This design comes from an exercise in tuning for small area and a short achievable clock period on the open sky130 flow, not from production work.
Only simulation tests tie the RTL to the original design; equivalence was not proved.
Power is estimated from default activity; no workload was simulated.

==> flow/design.v (outline; a module is shown in full before it is edited, if it fits) <==
// module AHB_Mul: 80 lines
// module AHB_Mul_booth: 760 lines
module AHB_Mul(
    input HCLK,
    input HRESETn,
    input [31:0]M_AHB_0_haddr,
    input [2:0]M_AHB_0_hburst,
    input M_AHB_0_hmastlock,
    input [3:0]M_AHB_0_hprot,
    output reg [31:0]M_AHB_0_hrdata,
    output M_AHB_0_hready,
    output M_AHB_0_hresp,
    input [2:0]M_AHB_0_hsize,
    input [1:0]M_AHB_0_htrans,
    input [31:0]M_AHB_0_hwdata,
    input M_AHB_0_hwrite,
    output[3:0] led
    );
  // ...
==> flow/flow/run.sh <==
#!/bin/bash
# Own layout flow: the standard synthesis and layout, with two changes:
#  - after synthesis, fixfa.py removes the inverters that Yosys's full-adder
#    extraction leaves between adder cells (each adder may be swapped for its
#    complemented form, fa(~a,~b,~c) = ~fa(a,b,c));
#  - the port buffers are buf_4 cells instead of the slow delay buffers that
#    buffer_ports picks by default.
# Each tool's full output goes to a log file of its own in this folder.
set -euo pipefail
R=orfs/results/sky130hd/AHB_Mul/base
bash standard.sh synth > synth.log 2>&1
cp $R/1_2_yosys.v yosys_orig.v
python3 flow/fixfa.py yosys_orig.v $R/1_2_yosys.v > fixfa.log 2>&1
rm -f $R/1_synth.odb $R/1_synth.sdc
bash standard.sh BUFFER_PORTS_ARGS="-buffer_cell sky130_fd_sc_hd__buf_4" finish > finish.log 2>&1
==> flow/flow/fixfa.py <==
#!/usr/bin/env python3
"""Remove the inverters that Yosys's extract_fa leaves around full adders.

A full adder with all three inputs inverted gives both outputs inverted:
fa(~a, ~b, ~c) = (~sum, ~cout).  So each fa cell may be swapped for its
complemented form (inputs and outputs inverted) without changing what it
computes.  This script picks, for every fa cell, the form that needs the
fewest inverters on the nets around the adders, rewires the netlist, and
drops the inverters left without loads.

usage: fixfa.py IN.v OUT.v
"""
import re
import sys
from collections import defaultdict

INV = re.compile(r"sky130_fd_sc_hd__(inv|clkinv)_\d+$")
FA = re.compile(r"sky130_fd_sc_hd__fa_\d+$")
OUTPINS = {"X", "Y", "Q", "Q_N", "SUM", "COUT", "HI", "LO"}

src = open(sys.argv[1]).read()
mod_start = src.index("module ")
body_end = src.rindex("endmodule")

cell_re = re.compile(r"\n(\s*)(sky130_fd_sc_hd__\w+)\s+(\S+)\s*\((.*?)\);", re.S)
pin_re = re.compile(r"\.(\w+)\(\s*((?:\\\S+\s)|[^()\s]+)\s*\)")

cells = []
for m in cell_re.finditer(src):
    pins = [(p, n.strip()) for p, n in pin_re.findall(m.group(4))]
    cells.append({"span": m.span(), "type": m.group(2), "name": m.group(3),
                  "pins": dict(pins), "order": [p for p, _ in pins], "indent": m.group(1)})

driver = {}
loads = defaultdict(list)
for i, c in enumerate(cells):
    for p, n in c["pins"].items():
        if p in OUTPINS:
            driver[n] = (i, p)
        else:
            loads[n].append((i, p))

others = "\n".join(l for l in src[mod_start:body_end].split("\n")
                   if l.strip().startswith(("assign", "input", "output", "inout")))
others += src[mod_start:src.index(");", mod_start)]
other_tokens = set(re.findall(r"\\\S+|[A-Za-z_][A-Za-z0-9_$]*(?:\[\d+\])?", others))
for t in list(other_tokens):
    other_tokens.add(re.sub(r"\[\d+\]$", "", t))


def is_inv(i):
    return INV.match(cells[i]["type"]) is not None


def resolve(n):
    p = 0
    while n in driver and is_inv(driver[n][0]):
        n = cells[driver[n][0]]["pins"]["A"]
        p ^= 1
    return n, p


fas = [i for i, c in enumerate(cells) if FA.match(c["type"])]
fa_out = {}  # net -> fa index
for i in fas:
    for p in ("SUM", "COUT"):
        if p in cells[i]["pins"]:
            fa_out[cells[i]["pins"][p]] = i

# load pins to rewire: every fa input, and every non-inverter load of a net
# that resolves to an fa output
uses = []  # (cell, pin, base, parity)
for i in fas:
    for p in ("A", "B", "CIN"):
        b, par = resolve(cells[i]["pins"][p])
        uses.append((i, p, b, par))
for i, c in enumerate(cells):
    if is_inv(i) or FA.match(c["type"]):
        continue
    for p, n in c["pins"].items():
        if p in OUTPINS:
            continue
        b, par = resolve(n)
        if b in fa_out:
            uses.append((i, p, b, par))
# nets that resolve to an fa output and are used outside instances: keep as is
for n in list(driver):
    if n in other_tokens:
        b, par = resolve(n)
        if b in fa_out:
            sys.exit(f"fixfa: net {n} used outside cells resolves to an adder output; not handled")

x = {i: 0 for i in fas}
SWAP = {"sky130_fd_sc_hd__xor2_1": "sky130_fd_sc_hd__xnor2_1",
        "sky130_fd_sc_hd__xnor2_1": "sky130_fd_sc_hd__xor2_1"}
all_loads = defaultdict(int)
for i, c in enumerate(cells):
    for p, n in c["pins"].items():
        if p not in OUTPINS:
            all_loads[n] += 1
# a swappable driver whose every load is rewired here may be complemented
use_count = defaultdict(int)
for (i, p, b, par) in uses:
    use_count[b] += 1
swappable = set()
for b, k in use_count.items():
    if b in driver and cells[driver[b][0]]["type"] in SWAP and b not in other_tokens:
        # all loads of b, and of inverters of b, must be among the uses
        ok = True
        stack = [b]
        while stack:
            n = stack.pop()
            for (i, p) in loads[n]:
                if is_inv(i):
                    stack.append(cells[i]["pins"]["Y"])
                    if cells[i]["pins"]["Y"] in other_tokens:
                        ok = False
        if ok:
            swappable.add(b)


def needs():
    pol = defaultdict(set)
    for (i, p, b, par) in uses:
        q = par ^ (x[i] if FA.match(cells[i]["type"]) and p in ("A", "B", "CIN") else 0)
        q ^= x[fa_out[b]] if b in fa_out else 0
        pol[b].add(q)
    return pol


def cost():
    n = 0
    for b, qs in needs().items():
        if 1 in qs and not (b in swappable and qs == {1}):
            n += 1
    return n


best = cost()
print(f"fixfa: {len(fas)} adders, {best} inverted nets before", file=sys.stderr)
improved = True
rounds = 0
while improved and rounds < 50:
    improved = False
    rounds += 1
    for i in fas:
        x[i] ^= 1
        c = cost()
        if c < best:
            best = c
            improved = True
        else:
            x[i] ^= 1
print(f"fixfa: {sum(x.values())} adders complemented, {best} inverted nets after", file=sys.stderr)

# physical nets: a complemented adder drives new nets holding the complement
phys = {}
newnets = []
for i in fas:
    if x[i]:
        for p in ("SUM", "COUT"):
            if p in cells[i]["pins"]:
                n = cells[i]["pins"][p]
                r = "fixfa_n" + str(len(newnets))
                newnets.append(r)
                phys[n] = r
                cells[i]["pins"][p] = r
inv_of = {}
newcells = []


def literal(b, q):
    """net carrying value(b) xor q"""
    pb = phys.get(b, b)
    if b in fa_out and x[fa_out[b]]:
        q ^= 1
    if not q:
        return pb
    if pb not in inv_of:
        o = "fixfa_i" + str(len(newnets))
        newnets.append(o)
        inv_of[pb] = o
        newcells.append(f"  sky130_fd_sc_hd__inv_1 fixfa_inv{len(newcells)} (\n    .A({pb}),\n    .Y({o})\n  );")
    return inv_of[pb]


swapped = set()
for b, qs in needs().items():
    if b in swappable and qs == {1}:
        d = driver[b][0]
        cells[d]["type"] = SWAP[cells[d]["type"]]
        o, n = ("X", "Y") if "X" in cells[d]["pins"] else ("Y", "X")
        cells[d]["pins"][n] = cells[d]["pins"].pop(o)
        cells[d]["order"] = [n if q == o else q for q in cells[d]["order"]]
        swapped.add(b)
print(f"fixfa: swapped {len(swapped)} xor/xnor drivers", file=sys.stderr)
for (i, p, b, par) in uses:
    q = par ^ (x[i] if FA.match(cells[i]["type"]) and p in ("A", "B", "CIN") else 0)
    cells[i]["pins"][p] = literal(b, q ^ (1 if b in swapped else 0))

# drop inverters without loads, repeatedly; a complemented adder's old output
# net that still has loads is driven from an inverter of the new net
dead = set()
restore = {}
while True:
    cnt = defaultdict(int)
    for i, c in enumerate(cells):
        if i in dead:
            continue
        for p, n in c["pins"].items():
            if p not in OUTPINS:
                cnt[n] += 1
    for t in newcells:
        cnt[re.search(r"\.A\(([^()]*)\)", t).group(1).strip()] += 1
    more = [i for i, c in enumerate(cells) if i not in dead and is_inv(i)
            and cnt[c["pins"]["Y"]] == 0 and c["pins"]["Y"] not in other_tokens]
    if not more:
        break
    dead.update(more)
for n, r in phys.items():
    if cnt.get(n, 0) or n in other_tokens:
        newcells.append(f"  sky130_fd_sc_hd__inv_1 fixfa_inv{len(newcells)} (\n    .A({r}),\n    .Y({n})\n  );")
print(f"fixfa: removed {len(dead)} inverters, added {len(newcells)}", file=sys.stderr)


def fmt(n):
    return n + " " if n.startswith("\\") else n


out = []
pos = 0
for i, c in enumerate(cells):
    s, e = c["span"]
    out.append(src[pos:s])
    if i not in dead:
        pins = ",\n".join(f"    .{p}({fmt(c['pins'][p])})" for p in c["order"])
        out.append(f"\n{c['indent']}{c['type']} {c['name']} (\n{pins}\n  );")
    pos = e
rest = src[pos:]
k = rest.rindex("endmodule")
decl = "".join(f"  wire {n};\n" for n in newnets)
out.append(rest[:k] + "\n".join(newcells) + "\n" + rest[k:])
text = "".join(out)
h = text.index(");", text.index("module ")) + 2
text = text[:h] + "\n" + decl + text[h:]
open(sys.argv[2], "w").write(text)
==> flow/standard.sh <==
#!/bin/bash
# synth_recipe.tcl (not shown) runs the flow's synth.tcl, then flattens the netlist and writes it again
# the make line also repeats each setting of config.mk as NAME=value (left out here)
make -C /OpenROAD-flow-scripts/flow DESIGN_CONFIG=/design/flow/config.mk WORK_HOME=/design/flow/orfs CLKGATE_MAP_FILE= SYNTH_SCRIPT=/design/flow/synth_recipe.tcl "${@:-finish}"
==> flow/config.mk <==
export PLATFORM = sky130hd
export DESIGN_NAME = AHB_Mul
export DESIGN_NICKNAME = AHB_Mul
export VERILOG_FILES = /design/flow/design.v
export SDC_FILE = /design/flow/constraint.sdc
export NUM_CORES = 4
export LEC_CHECK = 0
export ABC_AREA = 1
export CAP_MARGIN = 20
export CORE_MARGIN = 2
export CORE_UTILIZATION = 55
export PLACE_DENSITY = 0.7
export SETUP_SLACK_MARGIN = 4
export SLEW_MARGIN = 20
==> flow/constraint.sdc <==
create_clock -name core_clock -period 10.0 [get_ports {HCLK}]
set_input_delay 2.0000 -clock core_clock [delete_from_list [all_inputs] [get_ports {HCLK}]]
set_output_delay 2.0000 -clock core_clock [all_outputs]
set_load 0.01 [all_outputs]
==> summary.txt, run 1 <==
The flow inserted 600 tap cells. The number of hold violations in the final report came out at 0. The timing endpoint of the critical path is p_c[23]. The share of post-route cells with drive strength above 1 came out at 0.0962.

The portion of total power attributed to sequential cells came out at 0.328. On the critical path, the stage with the largest delay is an instance of sky130_fd_sc_hd__fa_1. The instance area after placement is 0.0263 mm2. Entering global routing, the biggest net connects 73 pins. Measured against its own limit, the worst slew margin works out to 0.277. The multi-input gate area in the final layout is 0.0136 mm2. Of the available clock period, the critical path in the final layout requires 0.599. The starting density of the core came out at 0.557. The startpoint identified for the worst hold timing path is p_one. The count of input and output buffers is 75. The antenna diode count came out at 0.

The run finished with no timing, DRC or antenna violations. TritonCTS built the clock tree. The filler cell count in the final layout is 3,746. The fraction of final cell area spent on clock buffers and inverters in this run is 0.0477. Setup repair after global routing could not meet its margin everywhere. The post-route minimum period came out at 5.99 ns.

The worst hold path depth came out at 2. In the layout the commonest cells are sky130_fd_sc_hd__nand2_1, sky130_fd_sc_hd__edfxtp_1, sky130_fd_sc_hd__inv_1. The cell row count is between 70 and 80.

The synthesis warning total came out at 1. The sequential share of cell area is 0.359.
==> run 2: changes to the inputs <==
--- a/flow/flow/fixfa.py
+++ b/flow/flow/fixfa.py
@@ -152,4 +152,24 @@
         else:
             x[i] ^= 1
+# then simulated annealing from the greedy result (fixed seed: reproducible)
+import math
+import random
+rng = random.Random(1)
+cur = best
+bestx = dict(x)
+steps = 6000
+for s_ in range(steps):
+    temp = 2.0 * (1 - s_ / steps) + 0.05
+    i = rng.choice(fas)
+    x[i] ^= 1
+    c = cost()
+    if c <= cur or rng.random() < math.exp((cur - c) / temp):
+        cur = c
+        if c < best:
+            best = c
+            bestx = dict(x)
+    else:
+        x[i] ^= 1
+x = bestx
 print(f"fixfa: {sum(x.values())} adders complemented, {best} inverted nets after", file=sys.stderr)
 
--- a/flow/config.mk
+++ b/flow/config.mk
@@ -9,6 +9,6 @@
 export CAP_MARGIN = 20
 export CORE_MARGIN = 2
-export CORE_UTILIZATION = 55
-export PLACE_DENSITY = 0.7
-export SETUP_SLACK_MARGIN = 4
+export CORE_UTILIZATION = 40
+export PLACE_DENSITY = 0.6
+export SETUP_SLACK_MARGIN = 4.5
 export SLEW_MARGIN = 20
==> run 2 against run 1 <==
Effect of this change:
- clock power is 9% lower
- critical endpoint is now M_AHB_0_hrdata[17]
- first-iteration DRC count down 19%
- combinational power up 7%
- largest power group unchanged
- critical path type is now reg -> out
- final area is 5.5% higher
- routed wire length grew 6.5%
- register-to-register slack improved by 0.25 ns
- clock skew grew 0.010 ns
- hold slack got worse by 0.014 ns
- synthesized cell count is 2.0% lower
==> summary.txt, run 2 <==
The run finished with no timing, DRC or antenna violations. The wire length of the first global-routing pass came out at 126,000 um. The tightest slew margin relative to the limit is 0.252 (-0.0254).

The synthesis-to-layout area growth came out at 17.1%. The starting density of the core is 0.406 (-0.151). The final total power came out at 5.65 mW. The signal on the critical path passes through ha_1 > ha_4 > nand2_2 > nor2_2 > nand3_1 > nand2_2 > nand2_1 > nand2_1 > nand2_1 > nand3_4 > nor2_1 > a211oi_1 > nand3_1 > buf_4.

The initial antenna violation count is 2. The count of nets left with antenna violations after detail routing came out at 0. The synthesized netlist occupies a cell area of 0.0251 mm2.

The number of global-route vias before repair is 19,915. The detailed-placement wirelength estimate came out at slightly below 60,000 um. The worst hold path depth came out at 2 (unchanged). The number of vias after detailed routing came out at 20,110.

The final setup slack of the worst path is 4.50 ns. The root buffer cell chosen for the clock tree is sky130_fd_sc_hd__clkbuf_16. The count of final setup violators came out at 0. The number of H-tree levels came out at 2. Final hold analysis gives a worst-case slack of 0.538 ns.

The floorplan step defined a die boundary enclosing ~0.065 mm2. The antenna diode count is 0 (unchanged). The startpoint identified for the worst hold timing path is p_one. Between clock sinks in the finished design, the worst skew comes to 0.0350 ns. The post-route minimum period is 5.50 ns (-0.487 ns). After clock tree synthesis, the flow added hold-fix buffers numbering 0. The die height came out at 254 um. The power share of the combinational group came out at 0.432. The worst slack at placement is 3.42 ns. The CTS tree is done. The internal power summed over all cells is approximately 3.5 mW. Across every metal layer, demand over resource in global routing totals 0.267.

The net count of the finished layout is slightly below 3,000. Clock tree synthesis found a total of 335 sinks. The I/O pin total came out at 118. The number of hold violations in the final report is 0 (unchanged).

The routability-driven placement congestion ratio came out at 0.980. The via density per instance came out at 5.86. The width of the die is 254 um. Of the total power, the share spent switching nets is 0.373. The instance area after placement came out at 0.0264 mm2 (+0.66%). Setup total negative slack on the finished layout was measured at 0 ns. The count of placed standard cells including taps is between 3,000 and 4,000. The count of input and output buffers came out at 75 (unchanged).

The worst setup path is captured at an output port. The number of DRC violations after detailed-routing iteration 0 came out at 2,232. Setup repair after global routing could not meet its margin everywhere.

The final cell count without fillers came out at 3,431. The worst hold path terminates at p_one. The detailed-router iteration count before antenna repair came out at 7. In this run the standard cell core region covers roughly 0.062 mm2. Across the run, the number of max-cap violations was 0. Of all nets on the critical path, the largest fanout is 5. The total power per unit cell area came out at 193 mW/mm2. The worst setup path is of the reg -> out kind. The slew of the pin with the lowest slew margin is 1.12 ns.

The portion of total power attributed to sequential cells is 0.327 (about the same). Leaving out fill and tap cells, the most frequent cell in the layout is sky130_fd_sc_hd__nand2_1. The period utilization came out at 0.550 (-0.0487).

The required time of the worst setup path is 8.00 ns. The worst min-delay path category is reg -> reg. The latest clock arrival within the worst-skew pair came out at 0.58 ns. The relative contribution of the clock network to total power came out at 0.241.

The highest achievable clock rate came out at 182 MHz. Counting stages on the worst path, the most repeated cell is sky130_fd_sc_hd__nand2_1. The filler cell count in the final layout is 5,723 (+53%). Synthesis produced a netlist with a net count of 2,863.

After global routing the overflow that remains totals 0. Clock-pin slew was measured on the worst setup and hold paths at 0.06 ns. The worst-case IR drop observed on VDD is 0.131 mV. The average routed wire per standard cell is 25.7 um. The share of post-route cells with drive strength above 1 came out at 0.172 (+0.0757).

For this run, design rule violations remaining after detail routing come to 0. No sink is reached through more buffers than the 3 on the longest clock path. The cell row count is 91 (+17%). The arrival time at the worst endpoint is 3.50 ns.

In this run the critical register-to-register path is captured at p_c[30]. STA classifies the critical path startpoint as a flip-flop. The synthesized area per cell came out at 10.0 um2.

Summed over all nets, the switching power comes to between 2 and 2.5 mW. The top cell types in the final layout, fill and taps aside, are sky130_fd_sc_hd__nand2_1, sky130_fd_sc_hd__edfxtp_1, sky130_fd_sc_hd__inv_1. Once layout is done, the placed cells without fillers occupy 0.0294 mm2.

The total routed wirelength came out at 88,300 um. The number of buffers created by CTS is 37. The number of pins exceeding their max-slew limit in the final report is 0.

The largest net degree at the start of global routing is 75 (+2.7%). The cell count after synthesis is between 2,000 and 3,000. Across all register-to-register paths, the minimum setup slack is approximately 4.6 ns. The leakage component of the power is 11.8 nW.

Among all stages on the critical path, the largest delay is contributed by sky130_fd_sc_hd__edfxtp_1. The worst register-to-register path begins at p_s[26]. On the worst path, the slowest cell contributes a delay of 0.41 ns. The synthesis warning total came out at 1 (unchanged). At the end of the flow the core is filled with cells to 0.475. The number of cells on the worst reg-to-reg path came out at 16.
[run 2: layout make-up]
type | instances | area (um2) | area share
clock buffers | 52 | 1030 | 0.0352
clock inverters | 16 | 159 | 0.00541
inverters | 270 | 1110 | 0.0377
multi-input cells | 1754 | 14600 | 0.497
flip-flops and latches | 335 | 10000 | 0.341
well taps | 837 | 1050 | 0.0357
repair buffers | 165 | 1400 | 0.0476
repair inverters | 2 | 15.0 | 0.000511
[run 2: worst max path at each step]
stage                       from                  to  slack [ns]
2_1_floorplan  M_AHB_0_hwdata[1]             p_c[23]        4.49
3_5_place_dp   M_AHB_0_hwdata[5]             p_c[23]        3.42
3_3_place_gp   M_AHB_0_hwdata[5]             p_c[23]        3.50
6_report                  p_c[8]  M_AHB_0_hrdata[17]        4.50
5_1_grt                  p_s[27]  M_AHB_0_hrdata[29]        4.28
4_1_cts                  p_s[11]  M_AHB_0_hrdata[12]        4.32
[run 2: critical path, delay by kind of cell, from the launching register on]
| family | cells | cell delay, ns |
|---|---|---|
| and+or+nand+nor | 10 | 1.43 |
| DFF | 1 | 0.41 |
| adders and majority gates | 2 | 0.65 |
| AOI/OAI and AO/OA | 1 | 0.26 |
| buffers and inverters | 1 | 0.17 |
[run 2: power by group through the flow]
stage	sequential (mW)	clock [mW]	combinational (mW)
6_report	1.85	1.36	2.44
5_1_grt	1.86	1.44	2.71
4_1_cts	1.84	1.39	2.24
3_5_place_dp	1.87	0	2.16
3_3_place_gp	1.87	0	2.08
2_1_floorplan	1.86	0	1.47
[run 2: timing repair]
item | 4_1_cts | 5_1_grt
pin swaps | 17 | 42
cloned | 2 | 3
endpoints found under the hold margin | 0 | 0
resized for setup | 95 | 174
setup buffers | 14 | 36
endpoints found under the setup margin | 57 | 51
[run 2: routing by layer]
metal,global-route usage,wire [um]
met5,0,26
met4,0.113,4430
met3,0.0612,9570
met2,0.427,40000
met1,0.349,34300
==> run 3: changes to the inputs <==
--- a/flow/flow/run.sh
+++ b/flow/flow/run.sh
@@ -13,3 +13,3 @@
 python3 flow/fixfa.py yosys_orig.v $R/1_2_yosys.v > fixfa.log 2>&1
 rm -f $R/1_synth.odb $R/1_synth.sdc
-bash standard.sh BUFFER_PORTS_ARGS="-buffer_cell sky130_fd_sc_hd__buf_4" finish > finish.log 2>&1
+bash standard.sh BUFFER_PORTS_ARGS="-buffer_cell sky130_fd_sc_hd__buf_4" RECOVER_POWER=50 finish > finish.log 2>&1
==> run 3 against run 2 <==
Effect of this change:
- the layout now fails its checks (capacitance limit, slew limit)
- sequential power hardly changed
- global-route usage stayed put
- critical path depth is 2 lower
- first-iteration DRC count up 3.8%
==> summary.txt, run 3 <==
The number of vias after detailed routing came out at 20,132 (+0.11%). The global-route total usage across every layer came out at 0.267 (unchanged). The detailed-placement wirelength estimate is 59,300 um (unchanged). The wire length of the first global-routing pass is 126,000 um (unchanged).

The flow ran to the end, but the layout failed its checks. The worst stage delay on the critical path is 1.65 ns (+1.24 ns). The number of cells on the worst reg-to-reg path came out at 16 (unchanged). STA classifies the critical path startpoint as a primary input. The antenna diode count is 0 (unchanged). The starting density of the core is 0.406 (unchanged). The maximum net fanout on the critical path came out at 28 (+23). The worst slack at placement is 3.42 ns (unchanged). The detailed-router iteration count before antenna repair is 6 (-1).

The number of DRC violations after detailed routing came out at 0 (unchanged). The largest net degree at the start of global routing came out at 75 (unchanged). The tightest slew margin relative to the limit is -1.90 (-2.15). The slew of the pin with the lowest slew margin was 4.34 ns (+3.23 ns). The setup slack of the most critical reg-to-reg path was 4.49 ns (-0.06 ns). The final total negative setup slack came to 0 ns (unchanged).

The number of DRC violations after detailed-routing iteration 0 came out at 2,316 (+3.8%). The final instance area came to 0.0293 mm2 (-0.26%). The latest clock arrival within the worst-skew pair came out at 0.59 ns (about the same). The required time of the worst setup path came out at 10.31 ns (+2.31 ns). The number of H-tree levels came out at 2 (unchanged). The count of placed standard cells including taps is 3,308 (unchanged). The final setup slack of the worst path is 3.04 ns (-1.46 ns). The cell row count came out at 91 (unchanged).

The top cell types in the final layout, fill and taps aside, are sky130_fd_sc_hd__nand2_1, sky130_fd_sc_hd__edfxtp_1, sky130_fd_sc_hd__inv_1. The count of nets left with antenna violations after detail routing is 0 (unchanged). The instance area after placement is 0.0264 mm2 (unchanged). The routability-driven placement congestion ratio came out at 0.980 (unchanged). The utilization after layout is 0.474 (-0.00121).

The number of nets in the synthesized netlist is 2,863 (unchanged). The period utilization came out at 0.696 (+0.146). The number of hold violations in the final report is 0 (unchanged). The count of final setup violators was 0 (unchanged). The hold-fix buffer count after cts is 0 (unchanged). The CTS sink count was 335 (unchanged).

The worst register-to-register path ends at p_c[30]. The count of input and output buffers came to 75 (unchanged). The arrival time at the worst endpoint is 7.27 ns (+3.77 ns).

The leakage component of the power came out at 11.8 nW (-0.25%). The total routed wirelength was 88,300 um (about the same). The slowest stage of the critical path is the sky130_fd_sc_hd__clkbuf_1 cell. The average routed wire per standard cell came to 25.7 um (about the same).

The synthesis-to-layout area growth came out at 16.8%. The initial antenna violation count is 2 (unchanged). The final total power is 5.66 mW (about the same). The cell that appears most often on the critical path is sky130_fd_sc_hd__fa_1. The post-synthesis instance area is 0.0251 mm2 (unchanged).

The maximum buffer depth of the clock tree is 3 (unchanged). The via density per instance was 5.87 (+0.11%). The aggregate global routing overflow came out at 0 (unchanged).

For hold timing, the worst endpoint is p_one. The peak supply drop is 0.131 mV (-0.18%). The clock input transition at the sequential cells of the worst setup and hold paths came to 0.06 ns (about the same). The min-delay analysis places its worst path in the category reg -> reg. The net count of the finished layout was 2,925 (unchanged).

The highest achievable clock rate is 144 MHz (-21%). The final cell count without fillers came out at 3,431 (unchanged). TritonCTS built the clock tree. The final clock skew is 0.0368 ns (+0.00175 ns). The I/O pin total came out at 118 (unchanged). STA classifies the critical path endpoint as a flip-flop. The die outline area came to 0.0647 mm2 (unchanged).

The synthesized area per cell is 10.0 um2 (unchanged). In this run the critical register-to-register path is launched from p_s[26]. The number of buffers created by CTS was 37 (unchanged). The cell count after synthesis is 2,503 (unchanged). The share of post-route cells with drive strength above 1 is 0.168 (-0.00347). The layout checks failed on capacitance limit, slew limit. The die height was 254 um (unchanged). The post-route minimum period is 6.96 ns (+1.46 ns). Setup repair after global routing could not meet its margin everywhere.

Traced cell by cell, the critical path runs through clkbuf_1 > nand2_1 > inv_1 > nor2_1 > inv_4 > o22ai_1 > xnor2_1 > fa_1 > fa_1 > fa_1 > fa_1 > fa_1. The width of the die is 254 um (unchanged). The worst hold path depth is 2 (unchanged). In this run the clock root is driven by a sky130_fd_sc_hd__clkbuf_16. The startpoint identified for the worst hold timing path is p_one. The number of global-route vias before repair came out at 19,915 (unchanged).

The critical path is of the in -> reg type. The floorplan core area came out at 0.0618 mm2 (unchanged). The synthesis warning total is 1 (unchanged). The worst hold slack across all endpoints is 0.538 ns (+0.000358 ns). The number of pins exceeding their max-slew limit in the final report is 199 (+199). The number of maximum-capacitance violations is 7 (+7). The library cell used most frequently in the layout, excluding fill and tap cells, is sky130_fd_sc_hd__nand2_1. The total power per unit cell area was 193 mW/mm2 (+0.32%).
run 3: cell type report:
class / count / area (um2)
sequential: 335 / 10000
fill: 5736 / 32500
timing repair buffer: 165 / 1370
inverter: 270 / 1110
multi-input combinational: 1754 / 14600
timing repair inverter: 2 / 15.0
clock inverter: 16 / 159
tap: 837 / 1050
clock buffer: 52 / 1030
run 3: how the worst max path moves through the flow:
stage,from,end,slack [ns],depth (start not counted)
finish,M_AHB_0_hwdata[1],p_c[21],3.04,12
detailed placement,M_AHB_0_hwdata[5],p_c[23],3.42,12
global placement,M_AHB_0_hwdata[5],p_c[23],3.50,12
global route,M_AHB_0_hwdata[1],p_c[23],2.88,12
CTS,p_s[11],M_AHB_0_hrdata[12],4.32,15
floorplan,M_AHB_0_hwdata[1],p_c[23],4.49,13
run 3: layer usage:
layer	up-vias	global-route usage	part of all wire
met5	-	0	0.00034
met4	4	0.113	0.052
met3	327	0.0612	0.10
met2	1176	0.427	0.45
met1	9904	0.349	0.40
li1	8721	-	-
run 3: worst max-delay path, delay by kind of cell:
kind | cells | cell delay, ns
adders and majority gates | 5 | 2.38
buffers and inverters | 3 | 2.11
AOI/OAI and AO/OA | 1 | 0.18
and+or+nand+nor | 2 | 0.37
xor gates and xnor gates | 1 | 0.18
run 3: report_power, final:
group | internal [mW] | switching [mW] | total, mW
Clock | 0.779 | 0.587 | 1.37
Sequential | 1.81 | 0.0393 | 1.85
Combinational | 0.960 | 1.48 | 2.44
Total | 3.55 | 2.11 | 5.66
run 3: repair_timing:
item | in CTS | in global routing
endpoints found under the setup margin | 57 | 51
gates cloned | 2 | 3
gates resized for setup | 95 | 174
setup buffers | 14 | 36
pin swaps | 17 | 42
hold endpoints to repair | 0 | 0
==> module AHB_Mul, before the edit <==
module AHB_Mul(
    input HCLK,
    input HRESETn,
    input [31:0]M_AHB_0_haddr,
    input [2:0]M_AHB_0_hburst,
    input M_AHB_0_hmastlock,
    input [3:0]M_AHB_0_hprot,
    output reg [31:0]M_AHB_0_hrdata,
    output M_AHB_0_hready,
    output M_AHB_0_hresp,
    input [2:0]M_AHB_0_hsize,
    input [1:0]M_AHB_0_htrans,
    input [31:0]M_AHB_0_hwdata,
    input M_AHB_0_hwrite,
    output[3:0] led
    );
    assign M_AHB_0_hready = 1'b1;
    assign M_AHB_0_hresp = 1'b0;
    reg [31:0] mem_A, mem_B, mem_C, mem_D, mem_E, mem_F, mem_G, mem_H;
    reg [31:0] p_s, p_c;      
    reg [2:0] p_t;        
    reg [6:0] p_3;        
    reg        w_act;         
    reg [3:0]  addr_q;        
    assign led[3:0] = mem_A[3:0];
    always @(posedge HCLK) begin
        w_act  <= HRESETn & M_AHB_0_htrans[1] & M_AHB_0_hwrite;
        addr_q <= M_AHB_0_haddr[5:2];
    end
    wire [31:0] wd = M_AHB_0_hwdata;
    wire mul_we = w_act & ~addr_q[3];
    wire p_we   = w_act & (addr_q == 4'h8);
    wire [31:0] wdr = wd & {32{HRESETn}};
    wire [7:0] ld;
    genvar i;
    generate for (i = 0; i < 8; i = i + 1) begin : g_ld
        assign ld[i] = ~HRESETn | (w_act & (addr_q == i));
    end endgenerate
    always @(posedge HCLK) begin
        if (ld[0]) mem_A <= wdr;
        if (ld[1]) mem_B <= wdr;
        if (ld[2]) mem_C <= wdr;
        if (ld[3]) mem_D <= wdr;
        if (ld[4]) mem_E <= wdr;
        if (ld[5]) mem_F <= wdr;
        if (ld[6]) mem_G <= wdr;
        if (ld[7]) mem_H <= wdr;
    end
    reg p_one;
    wire p_en = w_act & (~addr_q[3] | p_we);
    always @(posedge HCLK)
        p_one <= ~HRESETn | (p_one & ~p_en);
    wire [31:0] p = (p_one | p_we) ? 32'h1 : p_s + p_c + {^p_t, p_3, 24'h0};
    wire [31:0] ms, mc;
    wire [2:0] mt;
    wire [6:0] m3;
    AHB_Mul_booth u_mul (.p(wd), .d(p), .ms(ms), .mc(mc), .mt(mt), .m3(m3));
    always @(posedge HCLK) begin
        if (p_en) begin
            p_s <= ms;
            p_c <= mc;
            p_t <= mt;
            p_3 <= m3;
        end
    end
    always @(*) begin
        case (addr_q)
            4'h0 : M_AHB_0_hrdata = mem_A;
            4'h1 : M_AHB_0_hrdata = mem_B;
            4'h2 : M_AHB_0_hrdata = mem_C;
            4'h3 : M_AHB_0_hrdata = mem_D;
            4'h4 : M_AHB_0_hrdata = mem_E;
            4'h5 : M_AHB_0_hrdata = mem_F;
            4'h6 : M_AHB_0_hrdata = mem_G;
            4'h7 : M_AHB_0_hrdata = mem_H;
            4'h8 : M_AHB_0_hrdata = p;
            default : M_AHB_0_hrdata = 32'h0;
        endcase
    end
endmodule
==> run 4: changes to the inputs <==
--- a/flow/design.v
+++ b/flow/design.v
@@ -65,18 +65,19 @@
         end
     end
+    reg [31:0] rd_ah;
     always @(*) begin
-        case (addr_q)
-            4'h0 : M_AHB_0_hrdata = mem_A;
-            4'h1 : M_AHB_0_hrdata = mem_B;
-            4'h2 : M_AHB_0_hrdata = mem_C;
-            4'h3 : M_AHB_0_hrdata = mem_D;
-            4'h4 : M_AHB_0_hrdata = mem_E;
-            4'h5 : M_AHB_0_hrdata = mem_F;
-            4'h6 : M_AHB_0_hrdata = mem_G;
-            4'h7 : M_AHB_0_hrdata = mem_H;
-            4'h8 : M_AHB_0_hrdata = p;
-            default : M_AHB_0_hrdata = 32'h0;
+        case (addr_q[2:0])
+            3'h0 : rd_ah = mem_A;
+            3'h1 : rd_ah = mem_B;
+            3'h2 : rd_ah = mem_C;
+            3'h3 : rd_ah = mem_D;
+            3'h4 : rd_ah = mem_E;
+            3'h5 : rd_ah = mem_F;
+            3'h6 : rd_ah = mem_G;
+            default : rd_ah = mem_H;
         endcase
     end
+    always @(*)
+        M_AHB_0_hrdata = addr_q[3] ? (addr_q[2:0] == 3'h0 ? p : 32'h0) : rd_ah;
 endmodule
 module AHB_Mul_booth(
--- a/flow/flow/run.sh
+++ b/flow/flow/run.sh
@@ -13,3 +13,3 @@
 python3 flow/fixfa.py yosys_orig.v $R/1_2_yosys.v > fixfa.log 2>&1
 rm -f $R/1_synth.odb $R/1_synth.sdc
-bash standard.sh BUFFER_PORTS_ARGS="-buffer_cell sky130_fd_sc_hd__buf_4" RECOVER_POWER=50 finish > finish.log 2>&1
+bash standard.sh BUFFER_PORTS_ARGS="-buffer_cell sky130_fd_sc_hd__buf_4" finish > finish.log 2>&1
--- a/flow/config.mk
+++ b/flow/config.mk
@@ -11,4 +11,4 @@
 export CORE_UTILIZATION = 40
 export PLACE_DENSITY = 0.6
-export SETUP_SLACK_MARGIN = 4.5
+export SETUP_SLACK_MARGIN = 4.7
 export SLEW_MARGIN = 20
==> run 4 against run 3 <==
Effect of this change:
- now clean on timing, DRC and antenna
- routed wire length up 5.8%
- synthesized cell count down 0.52%
- register-to-register slack better by 0.28 ns
- global-route usage up 1.1 points
- clock power up 4%
- cell count up 0.41%
- clock skew down 0.014 ns
- hold slack worse by 0.036 ns
- critical path type unchanged
- largest cell class unchanged
==> summary.txt, run 4 <==
The flow ran to the end and the layout has no timing, DRC or antenna violations. The latest clock arrival within the worst-skew pair is 0.58 ns (about the same). The number of hold violations in the final report came out at 0 (unchanged). The net count of the finished layout is 2,939 (+0.48%). TritonCTS built the clock tree. The I/O pin total is 118 (unchanged). The detailed-router iteration count before antenna repair is 8 (+2). In this run the worst hold path is classified as reg -> reg. The utilization after layout came out at 0.483 (+0.00953). The floorplan core area came out at 0.0619 mm2 (+0.18%). The global-route total usage across every layer came out at 0.278 (+0.0105). The worst setup path is of the in -> reg kind.

The clock input transition at the sequential cells of the worst setup and hold paths came out at 0.06 ns (about the same). The power share of the combinational group came out at 0.439 (+0.007). The tightest slew margin relative to the limit came out at 0.346 (+2.24). The starting density of the core is 0.406 (+0.000588). The count of placed standard cells including taps is 3,284 (-0.73%).

The cell row count came out at 91 (unchanged). The final total negative setup slack came out at 0 ns (unchanged). The number of global-route vias before repair is 20,286 (+1.9%).

The detailed-placement wirelength estimate was 60,200 um (+1.5%). The worst stage delay on the critical path came out at 0.53 ns (-1.12 ns). The required time of the worst setup path is 10.31 ns (about the same). In this design, the critical path's most frequently occurring cell is sky130_fd_sc_hd__fa_1.

Walking the worst path, the cells encountered are buf_4 > o21ai_1 > inv_1 > buf_4 > o22ai_2 > xnor2_1 > fa_1 > fa_1 > fa_2 > fa_1 > fa_1. The aggregate global routing overflow was 0 (unchanged). The number of pins exceeding their max-slew limit in the final report is 0 (-100%).

Among cell families on the critical path, the largest total delay comes from adder cells. The startpoint class of the critical path is a primary input. The internal power summed over all cells was 3.63 mW (+2.3%). The initial antenna violation count is 1 (-1). The highest achievable clock rate came out at 189 MHz (+31%).

The maximum buffer depth of the clock tree is 3 (unchanged). The number of maximum-capacitance violations is 0 (-7). The width of the die came to 255 um (+0.16%).

The endpoint type of the worst setup path is a flip-flop. The final cell count without fillers came out at 3,445 (+0.41%). The die height is 255 um (+0.16%). The period utilization came out at 0.530 (-0.166).

The count of input and output buffers is 75 (unchanged). The total area of sequential cells is 0.0100 mm2 (about the same). The peak supply drop came out at 0.141 mV (+7.5%). The number of H-tree levels came to 2 (unchanged). The tree is rooted in a sky130_fd_sc_hd__clkbuf_16.

The number of DRC violations after detailed-routing iteration 0 was 2,301 (-0.65%). The total power per unit cell area came out at 195 mW/mm2 (+0.86%). The number of buffers created by CTS is 39 (+5.4%). The final instance area came to 0.0299 mm2 (+2.2%). The average routed wire per standard cell is 27.1 um (+5.4%). The largest net degree at the start of global routing was 75 (unchanged).

Tracing the worst setup path back leads to its startpoint at M_AHB_0_hwdata[11]. The post-synthesis instance area is 0.0252 mm2 (+0.33%). The number of nets in the synthesized netlist is 2,850 (-0.45%).

The hold-fix buffer count after cts came out at 0 (unchanged). The worst hold path begins at p_one. The instance area after placement is 0.0266 mm2 (+0.63%).

The routability-driven placement congestion ratio came to 0.968 (-1.2%). The number of DRC violations after detailed routing is 0 (unchanged). The total routed wirelength came out at 93,400 um (+5.8%). The worst path buffer plus inverter count is 3 (unchanged). The library cell used most frequently in the layout, excluding fill and tap cells, is sky130_fd_sc_hd__nand2_1. The count of nets left with antenna violations after detail routing is 0 (unchanged). Relative to the synthesized area, the layout overhead comes to 19.0%. The share of post-route cells with drive strength above 1 is 0.205 (+0.0364). The CTS sink count is 335 (unchanged). The count of final setup violators came out at 0 (unchanged). The leakage component of the power came to 11.8 nW (+0.12%). The final clock skew is 0.0224 ns (-0.0144 ns). The post-route minimum period was 5.30 ns (-1.66 ns). The arrival time at the worst endpoint came to 5.61 ns (-1.66 ns). For this design, the slowest cell found on the critical path is sky130_fd_sc_hd__fa_1. The startpoint identified for the worst register-to-register timing path is p_3[1].

The top cell types in the final layout, fill and taps aside, are sky130_fd_sc_hd__nand2_1, sky130_fd_sc_hd__edfxtp_1, sky130_fd_sc_hd__o22ai_1. The maximum net fanout on the critical path was 20 (-29%). The slew of the pin with the lowest slew margin came out at 0.979 ns (-3.36 ns). The die outline area came out at 0.0649 mm2 (+0.33%). The switching share of power came out at 0.378 (+0.00489). The synthesis warning total came out at 1 (unchanged). The filler cell count in the final layout is 5,755 (+0.33%).

Setup repair after global routing could not meet its margin everywhere. The worst hold slack across all endpoints is 0.502 ns (-0.0358 ns). The net load switching power was 2.20 mW (+4.4%). The cell count after synthesis came out at 2,490 (-0.52%). The multi-input gate area in the final layout came out at 0.0148 mm2 (+2.0%). The synthesized area per cell came out at 10.1 um2 (+0.85%). The number of vias after detailed routing is 20,601 (+2.3%).

The via density per instance came out at 5.98 (+1.9%). The wire length of the first global-routing pass is 131,000 um (+3.7%). The relative contribution of the clock network to total power is 0.245 (+0.003). The portion of total power attributed to sequential cells came to 0.316 (-0.011).
## run 4: cell type report
cell class	count	share of cell area
Antenna cell	1	0.0000836
Clock buffer	49	0.0349
Clock inverter	20	0.00740
Inverter	258	0.0350
Multi-Input combinational cell	1751	0.496
Sequential cell	335	0.334
Tap cell	837	0.0350
Timing Repair Buffer	192	0.0569
Timing Repair inverter	2	0.000334
## run 4: timing repair
item / in CTS / in global routing
setup buffers: 22 / 57
pin swaps: 9 / 35
endpoints found under the hold margin: 0 / 0
gates resized for setup: 112 / 160
setup endpoints to repair: 67 / 60
gates cloned: 3 / 8
## run 4: final timing paths
check                  to  slack (ns)  depth (start not counted)
hold / removal      p_one        0.50                          2
setup / recovery  p_c[23]        4.70                         11
setup reg to reg  p_c[27]        4.77                         16
hold reg to reg     p_one        0.50                          2
## run 4: through the flow
| step | total power [mW] | setup WS, ns |
|---|---|---|
| after floorplan | 3.38 | 4.57 |
| after detailed placement | 4.09 | 3.50 |
| after CTS | 5.61 | 4.59 |
| after global routing | 6.19 | 4.64 |
| after global placement | 4.02 | 3.58 |
| final | 5.83 | 4.70 |
## run 4: metal layers
metal / track usage / vias up / share of wire
li1: - / 8790 / -
met3: 0.0634 / 326 / 0.11
met4: 0.117 / 0 / 0.053
met1: 0.361 / 10175 / 0.38
met5: 0 / - / 0
met2: 0.447 / 1310 / 0.45
## run 4: power groups by stage
stage	logic, mW	clock network (mW)	registers, mW
final	2.56	1.43	1.84
after floorplan	1.52	0	1.86
after CTS	2.31	1.45	1.84
after detailed placement	2.21	0	1.87
after global placement	2.15	0	1.87
after global routing	2.83	1.51	1.85
## run 4: worst min-delay path, cell delays in order (launching register included)
cell                      delay, ns
sky130_fd_sc_hd__dfxtp_1       0.29
sky130_fd_sc_hd__inv_1         0.07
sky130_fd_sc_hd__o21ai_0       0.08
==> run 5: changes to the inputs <==
--- a/flow/config.mk
+++ b/flow/config.mk
@@ -10,5 +10,7 @@
 export CORE_MARGIN = 2
 export CORE_UTILIZATION = 40
+export CTS_CLUSTER_DIAMETER = 100
+export CTS_CLUSTER_SIZE = 30
 export PLACE_DENSITY = 0.6
-export SETUP_SLACK_MARGIN = 4.7
+export SETUP_SLACK_MARGIN = 4.5
 export SLEW_MARGIN = 20
==> run 5 against run 4 <==
Effect of this change:
- sequential power barely moved
- worst setup slack lost 0.19 ns
- sequential share of layout area up 2.4 points
- routed wire length down 3.5%
- non-clock buffer count decreased by 46
- synthesized cell count did not move
- register-to-register slack got worse by 0.11 ns
- area after synthesis stayed put
- global-route usage decreased by 0.057 points
- critical path type is now reg -> out
- critical endpoint is now M_AHB_0_hrdata[10]
- largest cell class unchanged
==> summary.txt, run 5 <==
The run finished with no timing, DRC or antenna violations. The number of vias after detailed routing is 19,951 (-3.2%). The aggregate global routing overflow was 0 (unchanged).

Leaving out fill and tap cells, the most frequent cell in the layout is sky130_fd_sc_hd__nand2_1. The cell row count is 91 (unchanged). The die height came out at 255 um (unchanged). The number of pins exceeding their max-slew limit in the final report is 0 (unchanged). The relative contribution of the clock network to total power was 0.180 (-0.065). The slew of the pin with the lowest slew margin came to 1.06 ns (+0.0784 ns). In the layout the commonest cells are sky130_fd_sc_hd__nand2_1, sky130_fd_sc_hd__edfxtp_1, sky130_fd_sc_hd__o22ai_1. The instance area after placement is 0.0265 mm2 (-0.50%).

The tightest slew margin relative to the limit came out at 0.295 (-0.0516). The period utilization came to 0.548 (+0.0186). The final instance area came out at 0.0280 mm2 (-6.6%). The starting density of the core is 0.406 (unchanged). The CTS sink count is 335 (unchanged). The detailed-placement wirelength estimate was 61,200 um (+1.7%). The count of nets left with antenna violations after detail routing came out at 0 (unchanged). The cell count after synthesis came out at 2,490 (unchanged).

The worst hold path belongs to the class reg -> reg. The peak supply drop is 0.146 mV (+3.4%). The worst hold path depth came out at 2 (unchanged).

The routability-driven placement congestion ratio is 0.988 (+2.0%). The number of global-route vias before repair came out at 20,050 (-1.2%). The final total power is 5.13 mW (-12%). The share of post-route cells with drive strength above 1 is 0.130 (-0.0745). The maximum buffer depth of the clock tree is 3 (unchanged). From synthesis to final layout, the design area changed by 11.1%. The internal power summed over all cells came out at 3.11 mW (-14%). The setup slack of the most critical reg-to-reg path is 4.66 ns (-0.11 ns). The worst hold path begins at p_one.

The clock input transition at the sequential cells of the worst setup and hold paths came out at 0.10 ns (+0.04 ns). The number of nets in the synthesized netlist was 2,850 (unchanged). The CTS tree is done. The synthesis warning total came to 1 (unchanged).

The worst hold slack across all endpoints is 0.506 ns (+0.00377 ns). The switching share of power is 0.394 (+0.0160). The power share of the combinational group was 0.461 (+0.022). The post-route minimum period came out at 5.48 ns (+0.186 ns). The number of buffers created by CTS is 19 (-51%). The wire length of the first global-routing pass is 131,000 um (about the same). The hold path endpoint is p_one.

The worst setup path is launched from a flip-flop. The net load switching power came out at 2.02 mW (-8.4%). The highest achievable clock rate is 182 MHz (-3.4%). The arrival time at the worst endpoint is 3.48 ns (-2.13 ns). The latest clock arrival within the worst-skew pair is 0.58 ns (about the same). The average routed wire per standard cell is 26.9 um (-0.85%).

The largest net degree at the start of global routing was 75 (unchanged). The count of input and output buffers came out at 75 (unchanged). The count of final setup violators came out at 0 (unchanged). Setup repair after global routing could not meet its margin everywhere. The number of H-tree levels came out at 1 (-1). The number of DRC violations after detailed-routing iteration 0 was 2,287 (-0.61%). The floorplan core area came out at 0.0619 mm2 (unchanged). The hold-fix buffer count after cts came out at 0 (unchanged). The endpoint type of the worst setup path is an output port.

The total routed wirelength is 90,200 um (-3.5%). The filler cell count in the final layout is 5,919 (+2.8%). The global-route total usage across every layer is 0.277 (-0.000572). The I/O pin total is 118 (unchanged).

The number of maximum-capacitance violations is 0 (unchanged). The portion of total power attributed to sequential cells was 0.359 (+0.043). The initial antenna violation count is 1 (unchanged).

The path type of the worst setup path is reg -> out. The synthesized area per cell came out at 10.1 um2 (unchanged). The net count of the finished layout came to 2,864 (-2.6%).

The startpoint of the worst register-to-register path is p_c[7]. The final total negative setup slack is 0 ns (unchanged). The antenna diode count came out at 0 (-1). The via density per instance came out at 5.95 (-0.53%). The number of DRC violations after detailed routing was 0 (unchanged). The maximum net fanout on the critical path is 22 (+10%). The cell sitting at the root of the clock tree is a sky130_fd_sc_hd__clkbuf_16. The number of cells on the worst reg-to-reg path is 18 (+2). The endpoint of the most critical register-to-register path is p_c[27]. The die outline area came out at 0.0649 mm2 (unchanged). The width of the die came out at 255 um (unchanged). The number of hold violations in the final report is 0 (unchanged). The final clock skew came out at 0.0298 ns (+0.00748 ns). The total power per unit cell area is 183 mW/mm2 (-5.9%). The required time of the worst setup path is 8.00 ns (-2.31 ns). The detailed-router iteration count before antenna repair is 6 (-2). The leakage component of the power is 11.1 nW (-5.9%). The post-synthesis instance area is 0.0252 mm2 (unchanged).
-- run 5: routing by layer --
metal,wire length (um),track usage
met1,35400,0.373
met2,41400,0.448
met3,9380,0.0491
met4,4010,0.103
met5,0,0
-- run 5: final cells by class --
| class | count | area (um2) | area share |
|---|---|---|---|
| multi-input combinational | 1744 | 14000 | 0.502 |
| sequential | 335 | 10000 | 0.358 |
| timing repair buffer | 146 | 1190 | 0.0424 |
| tap | 837 | 1050 | 0.0375 |
| inverter | 258 | 1030 | 0.0367 |
| clock buffer | 25 | 498 | 0.0178 |
| clock inverter | 9 | 149 | 0.00533 |
-- run 5: what timing repair did --
item | in CTS | in global routing
endpoints found under the setup margin | 54 | 49
pin swaps | 1 | 9
buffers inserted | 1 | 29
cloned | 0 | 1
resized for setup | 49 | 94
-- run 5: critical path: stages (launching register included) --
cell,delay [ns]
sky130_fd_sc_hd__edfxtp_1,0.38
sky130_fd_sc_hd__ha_1,0.30
sky130_fd_sc_hd__ha_1,0.37
sky130_fd_sc_hd__nand2_1,0.14
sky130_fd_sc_hd__nor2_1,0.10
sky130_fd_sc_hd__nand2_1,0.06
sky130_fd_sc_hd__nand2_2,0.15
sky130_fd_sc_hd__nand2_2,0.07
sky130_fd_sc_hd__nand2_2,0.13
sky130_fd_sc_hd__or2_4,0.16
sky130_fd_sc_hd__nand3_4,0.43
sky130_fd_sc_hd__o22ai_2,0.43
sky130_fd_sc_hd__buf_4,0.19
-- run 5: metrics by stage --
step	util	setup slack [ns]	instances
after global routing	0.451	4.44	3354
after floorplan	-	4.50	2490
after global placement	0.428	3.51	3289
after CTS	0.441	4.32	3324
after detailed placement	0.428	3.41	3289
final	0.451	4.52	3354
-- run 5: worst max-delay path by stage --
stage	startpoint	to	slack (ns)	depth (start not counted)
2_1_floorplan	M_AHB_0_hwdata[3]	p_c[23]	4.50	9
3_3_place_gp	M_AHB_0_hwdata[5]	p_c[23]	3.51	12
3_5_place_dp	M_AHB_0_hwdata[5]	p_c[23]	3.41	12
4_1_cts	p_c[10]	M_AHB_0_hrdata[19]	4.32	11
5_1_grt	p_s[19]	p_c[23]	4.44	16
6_report	p_s[4]	M_AHB_0_hrdata[10]	4.52	12
-- run 5: power by group through the flow --
stage | Clock [mW] | Sequential (mW) | Combinational (mW)
finish | 0.922 | 1.84 | 2.37
global route | 0.988 | 1.85 | 2.63
CTS | 0.942 | 1.84 | 2.25
detailed placement | 0 | 1.87 | 2.22
global placement | 0 | 1.87 | 2.16
floorplan | 0 | 1.86 | 1.49
==> run 6: changes to the inputs <==
--- a/flow/config.mk
+++ b/flow/config.mk
@@ -10,6 +10,4 @@
 export CORE_MARGIN = 2
 export CORE_UTILIZATION = 40
-export CTS_CLUSTER_DIAMETER = 100
-export CTS_CLUSTER_SIZE = 30
 export PLACE_DENSITY = 0.6
 export SETUP_SLACK_MARGIN = 4.5
==> run 6 against run 5 <==
Effect of this change:
- still clean on timing, DRC and antenna
- sequential power barely moved
- combinational power barely moved
- area after synthesis did not move
- routed wire length rose by 1.9%
- sequential share of layout area fell by 0.94 points
- highest routed layer unchanged
==> summary.txt, run 6 <==
The flow ran to the end and the layout has no timing, DRC or antenna violations. Setup repair after global routing could not meet its margin everywhere. The die height is 255 um (unchanged). The final clock skew is 0.0294 ns (-0.000455 ns). TritonCTS built the clock tree. The worst stage delay on the critical path is 0.50 ns (+0.07 ns). The number of pins exceeding their max-slew limit in the final report is 0 (unchanged). The synthesis-to-layout area growth is 14.1%. The slew of the pin with the lowest slew margin came out at 1.06 ns (-0.000358 ns).

The largest net degree at the start of global routing was 75 (unchanged). The startpoint class of the critical path is a primary input. The number of maximum-capacitance violations came out at 0 (unchanged).

The average routed wire per standard cell is 27.1 um (+0.61%). The utilization after layout was 0.464 (+0.0122). STA classifies the critical path endpoint as a flip-flop. The maximum buffer depth of the clock tree came out at 3 (unchanged). The number of global-route vias before repair came out at 20,298 (+1.2%). The via density per instance came out at 5.96 (+0.22%). The CTS sink count came out at 335 (unchanged). Clock tree synthesis selected as its root buffer the cell sky130_fd_sc_hd__clkbuf_16.

The number of nets in the synthesized netlist came out at 2,850 (unchanged). By instance count, the cell type seen most on the critical path is sky130_fd_sc_hd__fa_1. Leaving out fill and tap cells, the most frequent cells in the layout are sky130_fd_sc_hd__nand2_1, sky130_fd_sc_hd__edfxtp_1, sky130_fd_sc_hd__o22ai_1. The number of DRC violations after detailed-routing iteration 0 was 2,442 (+6.8%). The number of vias after detailed routing is 20,257 (+1.5%). The share of post-route cells with drive strength above 1 is 0.146 (+0.0158). The die outline area is 0.0649 mm2 (unchanged). The global-route total usage across every layer came out at 0.280 (+0.00284). The synthesis warning total is 1 (unchanged). The peak supply drop is 0.165 mV (+13%). The number of hold violations in the final report is 0 (unchanged). The period utilization came out at 0.545 (-0.00290).

The number of H-tree levels is 2 (+1). The most common cell after layout, fill and taps aside is sky130_fd_sc_hd__nand2_1. The initial antenna violation count came out at 1 (unchanged).

The routability-driven placement congestion ratio is 0.988 (unchanged). The width of the die is 255 um (unchanged). The leakage component of the power is 11.4 nW (+3.1%). The I/O pin total came out at 118 (unchanged). The aggregate global routing overflow came out at 0 (unchanged).

The filler cell count in the final layout was 5,836 (-1.4%). The arrival time at the worst endpoint is 5.77 ns (+2.29 ns). The floorplan core area came out at 0.0619 mm2 (unchanged). The final total negative setup slack is 0 ns (unchanged). The post-synthesis instance area came out at 0.0252 mm2 (unchanged). The starting density of the core came out at 0.406 (unchanged).

The hold-fix buffer count after cts is 0 (unchanged). The count of final setup violators came out at 0 (unchanged). The number of DRC violations after detailed routing was 0 (unchanged). The cell count after synthesis is 2,490 (unchanged). The synthesized area per cell came to 10.1 um2 (unchanged). The maximum net fanout on the critical path was 12 (-45%).

The number of buffers created by CTS is 39 (+20). The total routed wirelength is 91,900 um (+1.9%). The highest achievable clock rate came out at 183 MHz (+0.53%). The total power per unit cell area is 198 mW/mm2 (+7.9%). The cell with the biggest individual delay on the critical path is sky130_fd_sc_hd__fa_1. The post-route minimum period came out at 5.45 ns (-0.0290 ns). The setup path with the least slack is of type in -> reg. The count of input and output buffers is 75 (unchanged). The count of nets left with antenna violations after detail routing is 0 (unchanged). The required time of the worst setup path is 10.32 ns (+2.32 ns).

The tightest slew margin relative to the limit is 0.294 (-0.000538). In this run the worst hold path is classified as reg -> reg. The net count of the finished layout came out at 2,890 (+0.91%).

The wire length of the first global-routing pass came to 132,000 um (+0.73%). The detailed-router iteration count before antenna repair is 6 (unchanged). The signal on the critical path passes through buf_4 > nor2_1 > nor2_4 > clkinv_2 > o22ai_1 > xor2_2 > fa_1 > fa_1 > fa_1 > fa_1 > fa_1. The latest clock arrival within the worst-skew pair is 0.59 ns (about the same). The clock input transition at the sequential cells of the worst setup and hold paths came out at 0.06 ns (-0.04 ns). The detailed-placement wirelength estimate is 61,200 um (unchanged).

The cell row count came out at 91 (unchanged).
[run 6: timing repair]
item,in CTS,in global routing
gates cloned,0,4
pin swaps,0,12
setup buffers,0,33
setup endpoints to repair,54,51
resized for setup,49,98
[run 6: path summary, 6_finish.rpt]
path / start / end / slack (ns) / cells after the start
max reg2reg: p_s[6] / p_c[23] / 4.58 / 16
min reg2reg: p_one / p_one / 0.50 / 2
min: p_one / p_one / 0.50 / 2
max: M_AHB_0_hwdata[19] / p_c[23] / 4.55 / 11
[run 6: metrics by stage]
stage	worst slack (ns)	hold slack, ns	total power [mW]	instance area, um2	cells
after floorplan	4.50	0.469	3.35	25200	2490
after global placement	3.51	0.488	4.02	26500	3289
after detailed placement	3.41	0.492	4.09	26500	3289
after CTS	4.30	0.505	5.57	27900	3360
after global routing	4.45	0.553	6.04	28700	3397
final	4.55	0.501	5.68	28700	3398
[run 6: power by group]
| group | internal [mW] | switching [mW] | leakage (nW) |
|---|---|---|---|
| Clock | 0.834 | 0.618 | 0.623 |
| Sequential | 1.81 | 0.0367 | 3.27 |
| Combinational | 0.912 | 1.48 | 7.52 |
| Total | 3.55 | 2.13 | 11.4 |
[run 6: layout make-up]
type | instances | area [um2] | area share
repair buffers | 149 | 1210 | 0.0422
flip-flops and latches | 335 | 10000 | 0.348
clock inverters | 28 | 274 | 0.00954
inverters | 258 | 1030 | 0.0357
well taps | 837 | 1050 | 0.0365
multi-input cells | 1747 | 14100 | 0.493
clock buffers | 43 | 1000 | 0.0349
diodes | 1 | 2.50 | 0.0000872
[run 6: layer usage]
layer | part of all wire | vias to the layer above | GRT usage
met3 | 0.11 | 259 | 0.0546
met4 | 0.045 | 0 | 0.113
met1 | 0.39 | 10006 | 0.374
met5 | 0 | - | 0
li1 | - | 8676 | -
met2 | 0.45 | 1316 | 0.448
[run 6: critical path, delay by kind of cell]
kind / cells / cell delay (ns)
buffers and inverters: 2 / 0.46
AND/OR/NAND/NOR: 2 / 0.37
adder cells (fa/ha/maj): 5 / 2.33
XOR/XNOR: 1 / 0.27
AO/OA/AOI/OAI: 1 / 0.31
==> run 7: changes to the inputs <==
--- a/flow/design.v
+++ b/flow/design.v
@@ -53,15 +53,14 @@
         p_one <= ~HRESETn | (p_one & ~p_en);
     wire [31:0] p = (p_one | p_we) ? 32'h1 : p_s + p_c + {^p_t, p_3, 24'h0};
+    wire [31:0] dm = p_en ? wd : 32'h1;
     wire [31:0] ms, mc;
     wire [2:0] mt;
     wire [6:0] m3;
-    AHB_Mul_booth u_mul (.p(wd), .d(p), .ms(ms), .mc(mc), .mt(mt), .m3(m3));
+    AHB_Mul_booth u_mul (.p(dm), .d(p), .ms(ms), .mc(mc), .mt(mt), .m3(m3));
     always @(posedge HCLK) begin
-        if (p_en) begin
-            p_s <= ms;
-            p_c <= mc;
-            p_t <= mt;
-            p_3 <= m3;
-        end
+        p_s <= ms;
+        p_c <= mc;
+        p_t <= mt;
+        p_3 <= m3;
     end
     reg [31:0] rd_ah;
--- a/flow/config.mk
+++ b/flow/config.mk
@@ -10,5 +10,7 @@
 export CORE_MARGIN = 2
 export CORE_UTILIZATION = 40
+export CTS_CLUSTER_DIAMETER = 100
+export CTS_CLUSTER_SIZE = 30
 export PLACE_DENSITY = 0.6
-export SETUP_SLACK_MARGIN = 4.5
+export SETUP_SLACK_MARGIN = 4.7
 export SLEW_MARGIN = 20
==> run 7 against run 6 <==
Effect of this change:
- worst setup slack gained 0.074 ns
- critical path depth is the same
- count of clock-buffer cells in the layout shrank 15
- routed wire length shrank 2.5%
- first-iteration DRC count shrank 7.9%
- cell count shrank 0.44%
- largest power group is now sequential cells
==> summary.txt, run 7 <==
The run finished with no timing, DRC or antenna violations. The number of H-tree levels came out at 1 (-1). The timing endpoint of the critical path is p_c[20]. The tightest min-delay check is of the reg -> reg type. The latest clock arrival within the worst-skew pair came out at 0.60 ns (about the same).

The CTS sink count came to 335 (unchanged). The number of pins exceeding their max-slew limit in the final report is 0 (unchanged). The via density per instance came to 6.02 (+1.0%).

The share of post-route cells with drive strength above 1 came out at 0.172 (+0.0261). The post-route minimum period is 5.38 ns (-0.0742 ns). The final total negative setup slack is 0 ns (unchanged). The leakage component of the power came out at 12.7 nW (+11%). The highest achievable clock rate was 186 MHz (+1.4%). The worst hold slack across all endpoints is 0.549 ns (+0.0482 ns). The worst setup path is launched from a primary input. The period utilization is 0.538 (-0.00742). The average routed wire per standard cell came out at 26.5 um (-2.1%).

The number of hold violations in the final report came out at 0 (unchanged). The largest net degree at the start of global routing came to 44 (-41%). The I/O pin total is 118 (unchanged).

The hold-fix buffer count after cts is 0 (unchanged). The wire length of the first global-routing pass is 131,000 um (-0.58%). The final instance area came to 0.0284 mm2 (-0.94%). The worst register-to-register path begins at addr_q[3].

The number of cells on the worst reg-to-reg path is 14 (-2). The count of input and output buffers is 75 (unchanged). The post-synthesis instance area came to 0.0243 mm2 (-3.2%).

Setup repair after global routing could not meet its margin everywhere. The required time of the worst setup path is 10.41 ns (+0.09 ns). The final setup slack of the worst path came to 4.62 ns (+0.0742 ns).

The launch point of the critical path is M_AHB_0_hwdata[3]. The net count of the finished layout is 2,947 (+2.0%). The path type of the worst setup path is in -> reg. The global-route total usage across every layer is 0.282 (+0.00203). The arrival time at the worst endpoint came out at 5.79 ns (+0.02 ns).

The root buffer cell chosen for the clock tree is sky130_fd_sc_hd__clkbuf_16. Leaving out fill and tap cells, the most frequent cells in the layout are sky130_fd_sc_hd__nand2_1, sky130_fd_sc_hd__edfxtp_1, sky130_fd_sc_hd__o22ai_1. The antenna diode count came out at 0 (-1).

The count of nets left with antenna violations after detail routing came out at 0 (unchanged). The floorplan core area came to 0.0602 mm2 (-2.7%). The number of DRC violations after detailed routing is 0 (unchanged). The starting density of the core came out at 0.404 (-0.00210). The final clock skew is 0.0712 ns (+0.0419 ns). The clock input transition at the sequential cells of the worst setup and hold paths came out at 0.08 ns (+0.02 ns). The utilization after layout came to 0.472 (+0.00857).

The synthesis warning total came out at 1 (unchanged). The cell count after synthesis is 2,491 (+0.040%). The detailed-router iteration count before antenna repair came to 7 (+1). The aggregate global routing overflow was 0 (unchanged). The maximum net fanout on the critical path is 28 (+16). The slew of the pin with the lowest slew margin came out at 0.908 ns (-0.150 ns). The peak supply drop is 0.121 mV (-27%). The number of nets in the synthesized netlist came out at 2,851 (+0.035%). The total routed wirelength was 89,600 um (-2.5%). The synthesized area per cell is 9.77 um2 (-3.3%). The endpoint of the most critical register-to-register path is p_c[23]. The die height was 251 um (-1.6%). The synthesis-to-layout area growth is 16.9%. The worst slack at placement came out at 2.71 ns (-0.708 ns). The number of maximum-capacitance violations is 0 (unchanged). The total power per unit cell area came out at 122 mW/mm2 (-38%). The number of global-route vias before repair is 20,498 (+0.99%). The number of DRC violations after detailed-routing iteration 0 is 2,250 (-7.9%). The routability-driven placement congestion ratio was 0.951 (-3.7%).

The detailed-placement wirelength estimate is 59,100 um (-3.3%). The endpoint type of the worst setup path is a flip-flop. The number of buffers created by CTS is 20 (-49%).

The width of the die is 251 um (-1.6%). The cell row count is 90 (-1.1%). The setup slack of the most critical reg-to-reg path is 4.77 ns (+0.19 ns). The tightest slew margin relative to the limit came to 0.394 (+0.0996). The most common cell after layout, fill and taps aside is sky130_fd_sc_hd__nand2_1.

The maximum buffer depth of the clock tree came out at 3 (unchanged). The initial antenna violation count is 1 (unchanged). The die outline area came out at 0.0628 mm2 (-3.2%). The CTS tree is done. The count of final setup violators was 0 (unchanged). The number of vias after detailed routing came out at 20,369 (+0.55%). The instance area after placement came out at 0.0259 mm2 (-2.3%).
==> run 7: worst min path at each step <==
stage,end,slack [ns],depth (start not counted),start
CTS,p_one,0.51,2,p_one
detailed placement,p_one,0.48,2,p_one
floorplan,p_one,0.45,2,p_one
global placement,p_one,0.47,2,p_one
global route,p_one,0.60,2,p_one
finish,p_one,0.55,2,p_one
==> run 7: area by class of cell <==
type	count	area (um2)
Clock buffer	28	531
Timing Repair Buffer	222	1890
Multi-Input combinational cell	1759	14600
Clock inverter	8	146
Timing Repair inverter	2	13.8
Sequential cell	335	9270
Fill cell	5570	31800
Tap cell	782	978
Inverter	247	1020
==> run 7: power by group <==
part / leakage, nW / switching [mW] / internal, mW
Combinational: 9.17 / 0.567 / 0.306
Clock: 0.309 / 0.526 / 0.401
Sequential: 3.21 / 0.0425 / 1.62
Total: 12.7 / 1.14 / 2.33
==> run 7: per-stage QoR <==
stage               std cells  total power, mW
floorplan                2491             2.17
CTS                      3323             3.38
detailed placement       3249             2.44
global placement         3248             2.43
global route             3383             3.61
finish                   3383             3.47
==> run 7: worst max-delay path, cell delays in order <==
cell,delay [ns]
sky130_fd_sc_hd__buf_4,0.16
sky130_fd_sc_hd__nor2_1,0.06
sky130_fd_sc_hd__nor2_1,0.40
sky130_fd_sc_hd__nand2_8,0.32
sky130_fd_sc_hd__o22ai_2,0.28
sky130_fd_sc_hd__xnor2_1,0.19
sky130_fd_sc_hd__fa_1,0.48
sky130_fd_sc_hd__fa_1,0.50
sky130_fd_sc_hd__fa_2,0.38
sky130_fd_sc_hd__fa_1,0.55
sky130_fd_sc_hd__fa_1,0.44
==> run 7: repair_timing <==
item	in CTS	in global routing
buffers inserted	36	59
endpoints found under the setup margin	92	58
gates cloned	2	1
gates resized for setup	118	119
pin swaps	10	26
==> run 7: metal layers <==
metal,wire [um],share of wire,global-route usage,vias up
met5,13,0.00015,0,-
met4,4500,0.050,0.126,2
met3,9470,0.11,0.0605,288
met2,41100,0.46,0.453,1253
met1,34500,0.39,0.366,10060
li1,-,-,-,8766

-- separate check: timing with driven ports --
The flow's constraints put no driver on any port. The routed layouts listed below were extracted and timed again, unchanged, in two steps.
Step 1: set_driving_cell puts a clkbuf_16 on HCLK and a buf_2 on each other input, an assumption about the parent block.
Step 2 times the ports against the registers' clock, not the clock port: input delays grow and output delays shrink by t, the midpoint of the rising clock arrivals with the driver on.
Slacks: ideal / step 1 / step 2; pairs: ideal / step 1.
| run | t, ns | setup slack, ns | hold slack, ns | worst setup path at the end | clock arrival spread, ns |
|---|---|---|---|---|---|
| run 1 | 0.634 | 4.012 / 3.998 / 3.367 | 0.551 / 0.551 / 0.551 | input to register | 0.026 / 0.026 |
| run 2 | 0.627 | 4.499 / 4.435 / 3.963 | 0.538 / 0.538 / 0.538 | input to register | 0.041 / 0.041 |
| run 3 | 0.631 | 3.042 / 3.048 / 2.417 | 0.538 / 0.538 / 0.538 | input to register | 0.042 / 0.042 |
| run 4 | 0.623 | 4.705 / 4.703 / 4.093 | 0.502 / 0.502 / 0.502 | input to register | 0.029 / 0.029 |
| run 5 | 0.629 | 4.518 / 4.459 / 3.941 | 0.506 / 0.506 / 0.506 | input to register | 0.032 / 0.032 |
| run 6 | 0.629 | 4.547 / 4.487 / 3.953 | 0.501 / 0.501 / 0.501 | input to register | 0.038 / 0.039 |
| run 7 | 0.630 | 4.621 / 4.659 / 4.029 | 0.549 / 0.549 / 0.549 | input to register | 0.071 / 0.072 |
The setup slack of run 1, which loses most, moves by -0.014 ns with the drivers and by -0.645 ns with both steps.
